Source: an optimization exercise on an open RTL-to-GDS flow (aim: small area, a short achievable clock period and few clock cycles). Production flows keep margins and buffers that such runs may drop.
Power and IR drop assume default switching activity.

Setup of P:
==> flow/design.v <==
module proc (
   imem_addr, dmem_addr, dmem_wdata, dmem_we, halted,
   clk, rst, imem_data, dmem_rdata
   );
   input clk;
   input rst;
   input [15:0] imem_data;
   input [15:0] dmem_rdata;
   output [15:0] imem_addr;
   output [15:0] dmem_addr;
   output [15:0] dmem_wdata;
   output dmem_we;
   output halted;
   reg [15:0] ir;       
   reg        v;        
   reg        hf;       
   reg [15:0] pcn;      
   reg [15:0] ra;       
   reg [15:0] rb;       
   reg [15:0] rw;       
   reg        sub;      
   reg [3:0]  samt;     
   reg [15:0] r0, r1, r2, r3, r4, r5, r6, r7;
   wire [4:0] op = ir[15:11];
   wire [2:0] rs = ir[10:8];
   wire [2:0] rt = ir[7:5];
   wire [2:0] rd = ir[4:2];
   wire is_halt  = (op == 5'b00000);
   wire is_j     = (op[4:2] == 3'b001);                    
   wire is_link  = (op[4:1] == 4'b0011);                   
   wire is_br    = (op[4:2] == 3'b011);
   wire is_alui  = (op[4:2] == 3'b010);                    
   wire is_shi   = (op[4:2] == 3'b101);                    
   wire is_st    = (op == 5'b10000);
   wire is_ld    = (op == 5'b10001);
   wire is_slbi  = (op == 5'b10010);
   wire is_stu   = (op == 5'b10011);
   wire is_lbi   = (op == 5'b11000);
   wire is_btr   = (op == 5'b11001);
   wire is_shr   = (op == 5'b11010);
   wire is_arr   = (op == 5'b11011);
   wire is_set   = (op[4:2] == 3'b111);
   wire [15:0] p = ra ^ rb;
   wire [15:0] g = ra & rb;
   wire [15:0] g1, p1, g2, p2, g3, p3, g4, p4;
   genvar gi;
   generate for (gi = 0; gi < 16; gi = gi + 1) begin : g_pfx
      if (gi % 2 == 1) begin : l1a
         assign g1[gi] = g[gi] | (p[gi] & g[gi - 1]);
         assign p1[gi] = p[gi] & p[gi - 1];
      end else begin : l1b
         assign g1[gi] = g[gi]; assign p1[gi] = p[gi];
      end
      if (gi % 4 >= 2) begin : l2a
         assign g2[gi] = g1[gi] | (p1[gi] & g1[gi - (gi % 4) + 1]);
         assign p2[gi] = p1[gi] & p1[gi - (gi % 4) + 1];
      end else begin : l2b
         assign g2[gi] = g1[gi]; assign p2[gi] = p1[gi];
      end
      if (gi % 8 >= 4) begin : l3a
         assign g3[gi] = g2[gi] | (p2[gi] & g2[gi - (gi % 8) + 3]);
         assign p3[gi] = p2[gi] & p2[gi - (gi % 8) + 3];
      end else begin : l3b
         assign g3[gi] = g2[gi]; assign p3[gi] = p2[gi];
      end
      if (gi >= 8) begin : l4a
         assign g4[gi] = g3[gi] | (p3[gi] & g3[7]);
      end else begin : l4b
         assign g4[gi] = g3[gi];
      end
   end endgenerate
   wire [15:0] sum = p ^ {g4[14:0], 1'b0};
   wire cout = g4[15];
   wire eq = &p;                                           
   wire le = (ra[15] ^ rb[15]) ? sum[15] : ra[15];         
   reg set_r;
   always @(*) begin
      case (op[1:0])
        2'b00: set_r = eq;
        2'b01: set_r = le & ~eq;
        2'b10: set_r = le;
        default: set_r = cout;
      endcase
   end
   wire [1:0] shop = is_shi ? op[1:0] : ir[1:0];          
   wire [15:0] s1 = samt[0] ? {ra[0], ra[15:1]} : ra;
   wire [15:0] s2 = samt[1] ? {s1[1:0], s1[15:2]} : s1;
   wire [15:0] s3 = samt[2] ? {s2[3:0], s2[15:4]} : s2;
   wire [15:0] s4 = samt[3] ? {s3[7:0], s3[15:8]} : s3;
   wire [15:0] mask_r = 16'hFFFF >> samt;                  
   reg [15:0] mask;
   always @(*) begin
      case (shop)
        2'b01: mask = (samt == 4'd0) ? 16'hFFFF : ~mask_r;   
        2'b11: mask = mask_r;                                
        default: mask = 16'hFFFF;                            
      endcase
   end
   wire [15:0] shift_r = s4 & mask;
   wire [15:0] arev;
   genvar gr;
   generate for (gr = 0; gr < 16; gr = gr + 1) begin : g_rev
      assign arev[gr] = ra[15 - gr];
   end endgenerate
   wire lxor = is_alui ? ~op[0] : ~ir[0];
   wire [15:0] logic_r = lxor ? p : (p & ra);
   wire sel_sum = (is_alui & ~op[1]) | is_stu | (is_arr & ~ir[1]);
   wire sel_log = (is_alui & op[1]) | (is_arr & ir[1]);
   wire sel_sh  = is_shi | is_shr;
   wire [15:0] wdata = ({16{sel_sum}} & (sum ^ {16{sub}}))
                     | ({16{sel_log}} & logic_r)
                     | ({16{sel_sh}}  & shift_r)
                     | {15'h0000, is_set & set_r}
                     | ({16{is_btr}}  & arev)
                     | ({16{is_slbi}} & {ra[7:0], ir[7:0]})
                     | ({16{is_lbi}}  & {{8{ir[7]}}, ir[7:0]})
                     | ({16{is_ld}}   & dmem_rdata)
                     | ({16{is_link}} & pcn);
   wire act = v & ~hf;
   wire wen = act & (is_alui | is_shi | is_ld | is_slbi | is_stu | op[4:3] == 2'b11 | is_link);
   reg [2:0] wsel;
   always @(*) begin
      if (is_link) wsel = 3'd7;
      else if (is_alui | is_shi | is_ld) wsel = rt;
      else if (is_stu | is_slbi | is_lbi) wsel = rs;
      else wsel = rd;
   end
   wire [15:0] wd = rst ? 16'h0000 : wdata;
   wire [7:0] wdec = 8'b1 << wsel;
   wire [7:0] we = {8{rst}} | ({8{wen}} & wdec);
   always @(posedge clk) begin
      if (we[0]) r0 <= wd;
      if (we[1]) r1 <= wd;
      if (we[2]) r2 <= wd;
      if (we[3]) r3 <= wd;
      if (we[4]) r4 <= wd;
      if (we[5]) r5 <= wd;
      if (we[6]) r6 <= wd;
      if (we[7]) r7 <= wd;
   end
   assign dmem_addr  = sum;
   assign dmem_wdata = rw;
   assign dmem_we    = act & (is_st | is_stu);
   wire wz = ~|rw;
   reg bcond;
   always @(*) begin
      case (op[1:0])
        2'b00: bcond = wz;
        2'b01: bcond = ~wz;
        2'b10: bcond = rw[15];
        default: bcond = ~rw[15];
      endcase
   end
   wire take = v & (is_j | (is_br & bcond));
   assign imem_addr = take ? sum : pcn;
   wire [15:0] pcn_next = imem_addr + 16'd2;
   wire [15:0] fi = imem_data;
   wire [4:0] fop = fi[15:11];
   wire f_br  = (fop[4:2] == 3'b011);
   wire f_pc  = f_br | (fop[4:2] == 3'b001 && !fop[0]);    
   wire [2:0] fa = fi[10:8];
   wire [2:0] fb = f_br ? fi[10:8] : fi[7:5];
   wire fwa = wen & (wsel == fa);
   wire fwb = wen & (wsel == fb);
   wire [7:0] fa1 = (8'b1 << fa) & {8{~fwa}};
   wire [7:0] fb1 = (8'b1 << fb) & {8{~fwb}};
   wire [15:0] opa = ({16{fwa}} & wdata) | ({16{fa1[0]}} & r0) | ({16{fa1[1]}} & r1) | ({16{fa1[2]}} & r2) | ({16{fa1[3]}} & r3)
                   | ({16{fa1[4]}} & r4) | ({16{fa1[5]}} & r5) | ({16{fa1[6]}} & r6) | ({16{fa1[7]}} & r7);
   wire [15:0] opb = ({16{fwb}} & wdata) | ({16{fb1[0]}} & r0) | ({16{fb1[1]}} & r1) | ({16{fb1[2]}} & r2) | ({16{fb1[3]}} & r3)
                   | ({16{fb1[4]}} & r4) | ({16{fb1[5]}} & r5) | ({16{fb1[6]}} & r6) | ({16{fb1[7]}} & r7);
   wire f_sub = (fop == 5'b01001) | (fop == 5'b11011 && fi[1:0] == 2'b01)
              | (fop[4:2] == 3'b111 && fop[1:0] != 2'b11);
   reg [15:0] fimm;
   always @(*) begin
      if (fop[4:2] == 3'b001) fimm = fop[0] ? {8'h00, fi[7:0]} : {{5{fi[10]}}, fi[10:0]};
      else if (f_br) fimm = {{8{fi[7]}}, fi[7:0]};
      else fimm = {{11{fi[4]}}, fi[4:0]};
   end
   wire [15:0] fb_val = (fop[4] & fop[3]) ? opb : fimm;
   wire f_shi = (fop[4:2] == 3'b101);
   wire [3:0] f_amt = f_shi ? fi[3:0] : opb[3:0];
   wire f_left = f_shi ? ~fop[1] : ~fi[1];
   always @(posedge clk) begin
      ir  <= fi;
      ra  <= f_pc ? pcn_next : opa;
      rb  <= fb_val ^ {16{f_sub}};
      rw  <= opb;
      sub <= f_sub;
      samt <= f_left ? 4'd0 - f_amt : f_amt;
   end
   always @(posedge clk) begin
      if (rst) begin
         v   <= 1'b0;
         hf  <= 1'b0;
         pcn <= 16'h0000;
      end else begin
         v   <= 1'b1;
         hf  <= hf | (v & is_halt);
         pcn <= pcn_next;
      end
   end
   assign halted = hf | (v & is_halt);
endmodule
Settings: LEC_CHECK=0, ABC_AREA=1, CAP_MARGIN=20, CORE_MARGIN=2, CORE_UTILIZATION=40, PLACE_DENSITY=0.6, SLEW_MARGIN=20; clock period 12.0 ns.
standard.sh (not shown) runs the stock make flow with config.mk's settings and CLKGATE_MAP_FILE= SYNTH_SCRIPT=/design/flow/synth_recipe.tcl, a recipe that flattens the netlist after the stock synthesis.
==> flow/flow/run.sh <==
#!/bin/bash
# The standard layout (the standard.sh: standard synthesis, ORFS floorplan to finish)
# with these changes:
#  - ABC maps the logic with flow/abc_area.script (ABC_AREA is 1) instead of ORFS's
#    abc_area.script; ORFS's scripts are copied into the work folder for that, nothing
#    else in them changes, and the registers are those of the standard synthesis;
#  - repair_timing aims at a larger setup slack (SETUP_SLACK_MARGIN) at the design's
#    unchanged clock period;
#  - every input and output port still gets its own buffer, a plain buf_2 instead of
#    the delay cell (clkdlybuf4s50_1) that buffer_ports picks by default;
#  - clock tree synthesis with clkbuf_8 and without dummy loads.
set -euo pipefail
rm -rf orfs_scripts
cp -r "$FLOW_HOME/scripts" orfs_scripts
cp flow/abc_area.script orfs_scripts/abc_area.script
bash standard.sh SCRIPTS_DIR="$PWD/orfs_scripts" SETUP_SLACK_MARGIN=7 \
  "BUFFER_PORTS_ARGS=-buffer_cell sky130_fd_sc_hd__buf_2" \
  "CTS_ARGS=-sink_clustering_enable -repair_clock_nets -dont_use_dummy_load -buf_list sky130_fd_sc_hd__clkbuf_8 -sink_clustering_size 20" \
  finish > flow_make.log 2>&1
==> flow/flow/abc_area.script <==
strash
dch
map -a
topo
stime -c
buffer -c
upsize -c
dnsize -c
P went all the way through synthesis, placement and routing and the layout is clean on timing, DRC and antenna.
Changes in Q relative to P:
==> flow/flow/abc_area.script <==
&get -n
&st
&dch
&nf -R 1000
&put
topo
stime -c
buffer -c
upsize -c
dnsize -c
==> comparison <==
- In the metrics for Q and P, the one carrying the lower utilization after layout is P.
- The final reports for Q and P show height of the die lower in the former.
- [Q vs P] proportion of total power due to net switching: lower in Q
- The lower design internal power came out of P.
- Relative to P, portion of the clock cycle consumed by the worst path in the final layout has increased by 0.79 points in Q.
- Diff Q..P | clock-buffer cell count | unchanged
- Sort Q and P by number of nets in the layout, ascending, and Q comes first.
For R, these inputs were changed with respect to Q:
==> flow/flow/run.sh <==
#!/bin/bash
# The standard layout (the standard.sh: standard synthesis, ORFS floorplan to finish)
# with two choices of cells changed:
#  - every input and output port still gets its own buffer, but a plain buf_2 instead of
#    the delay cell (clkdlybuf4s50_1) that buffer_ports picks by default;
#  - clock tree synthesis as ORFS runs it, without dummy loads.
set -euo pipefail
bash standard.sh SETUP_SLACK_MARGIN=7 \
  "BUFFER_PORTS_ARGS=-buffer_cell sky130_fd_sc_hd__buf_2" \
  "CTS_ARGS=-sink_clustering_enable -repair_clock_nets -dont_use_dummy_load -buf_list sky130_fd_sc_hd__clkbuf_8 -sink_clustering_size 20" \
  finish > flow_make.log 2>&1
removed: flow/flow/abc_area.script
==> notes.md <==
A most common cell after layout, fill and taps aside of nand2_1 is what R shows, while edfxtp_1 belongs to Q. R reports its combinational family with the most area after synthesis as simple AND/OR/NAND/NOR gates while Q reports compound AO/OA/AOI/OAI gates. Summary of R over Q: sum of routed wire segments on met1 went up by about 36%, starting utilization of the core area was more or less identical, minimum hold slack went down by 0.054 ns, flip-flop and latch count was more or less identical, final cell count went up by 648. Summary: with Q as the reference, overall power consumption in R moved down by a few percent.
Input changes introduced in S (baseline for comparison: R):
--- a/flow/flow/run.sh
+++ b/flow/flow/run.sh
@@ -10 +10 @@
-  "CTS_ARGS=-sink_clustering_enable -repair_clock_nets -dont_use_dummy_load -buf_list sky130_fd_sc_hd__clkbuf_8 -sink_clustering_size 20" \
+  "CTS_ARGS=-sink_clustering_enable -repair_clock_nets -dont_use_dummy_load" \
S against R: clock tree buffer count of the final layout saw a decrease; critical-path maximum fanout saw an increase; layout overhead on the synthesized area saw a decrease; power saw an increase.
> inputs changed (S -> T)
Settings: an added TNS_END_PERCENT of 0.
--- a/flow/flow/run.sh
+++ b/flow/flow/run.sh
@@ -3,2 +3,4 @@
-# with two choices of cells changed:
-#  - every input and output port still gets its own buffer, but a plain buf_2 instead of
+# with these changes:
+#  - repair_timing aims at a larger setup slack (SETUP_SLACK_MARGIN) at the design's
+#    unchanged clock period;
+#  - every input and output port still gets its own buffer, a plain buf_2 instead of
@@ -8 +10 @@
-bash standard.sh SETUP_SLACK_MARGIN=7 \
+bash standard.sh SETUP_SLACK_MARGIN=7.5 ADDER_MAP_FILE= \
Notes after the runs:
- Proportion of layout cells with a drive suffix above 1 | T below S
- On largest net degree at the start of global routing: T sits below S.
- Re share of total power in combinational logic: S was higher than T.
No run of this note included a check of the RTL's function; only the layout flow was run.

==> static timing again, ports no longer ideal <==
The flow's constraints put no driver on any port. The routed layouts listed below were extracted and timed again, unchanged, in two steps. Step 1 (the two cells are an assumption about what drives the block):
set clk [get_ports {clk}]
set_driving_cell -lib_cell sky130_fd_sc_hd__clkbuf_16 $clk
set_driving_cell -lib_cell sky130_fd_sc_hd__buf_2 [delete_from_list [all_inputs] $clk]
Step 2 also shifts input and output timing later by t, the mid clock arrival at the registers, as if the neighbouring blocks saw the same clock. a / b / c = ideal / step 1 / step 2; a / b = the first two.
run	t, ns	setup slack, ns	worst hold slack (ns)
P	0.544	6.536 / 6.495 / 6.538	0.495 / 0.495 / 0.495
Q	0.542	6.442 / 6.395 / 6.322	0.546 / 0.546 / 0.546
R	0.572	6.864 / 6.813 / 6.697	0.492 / 0.492 / 0.492
S	0.563	6.821 / 6.771 / 6.747	0.495 / 0.495 / 0.495
T	0.565	7.047 / 6.996 / 6.768	0.482 / 0.482 / 0.482
After both steps every run listed still meets setup and hold. For T, which loses most, drivers alone change the setup slack by -0.051 ns; drivers and shift together by -0.279 ns.
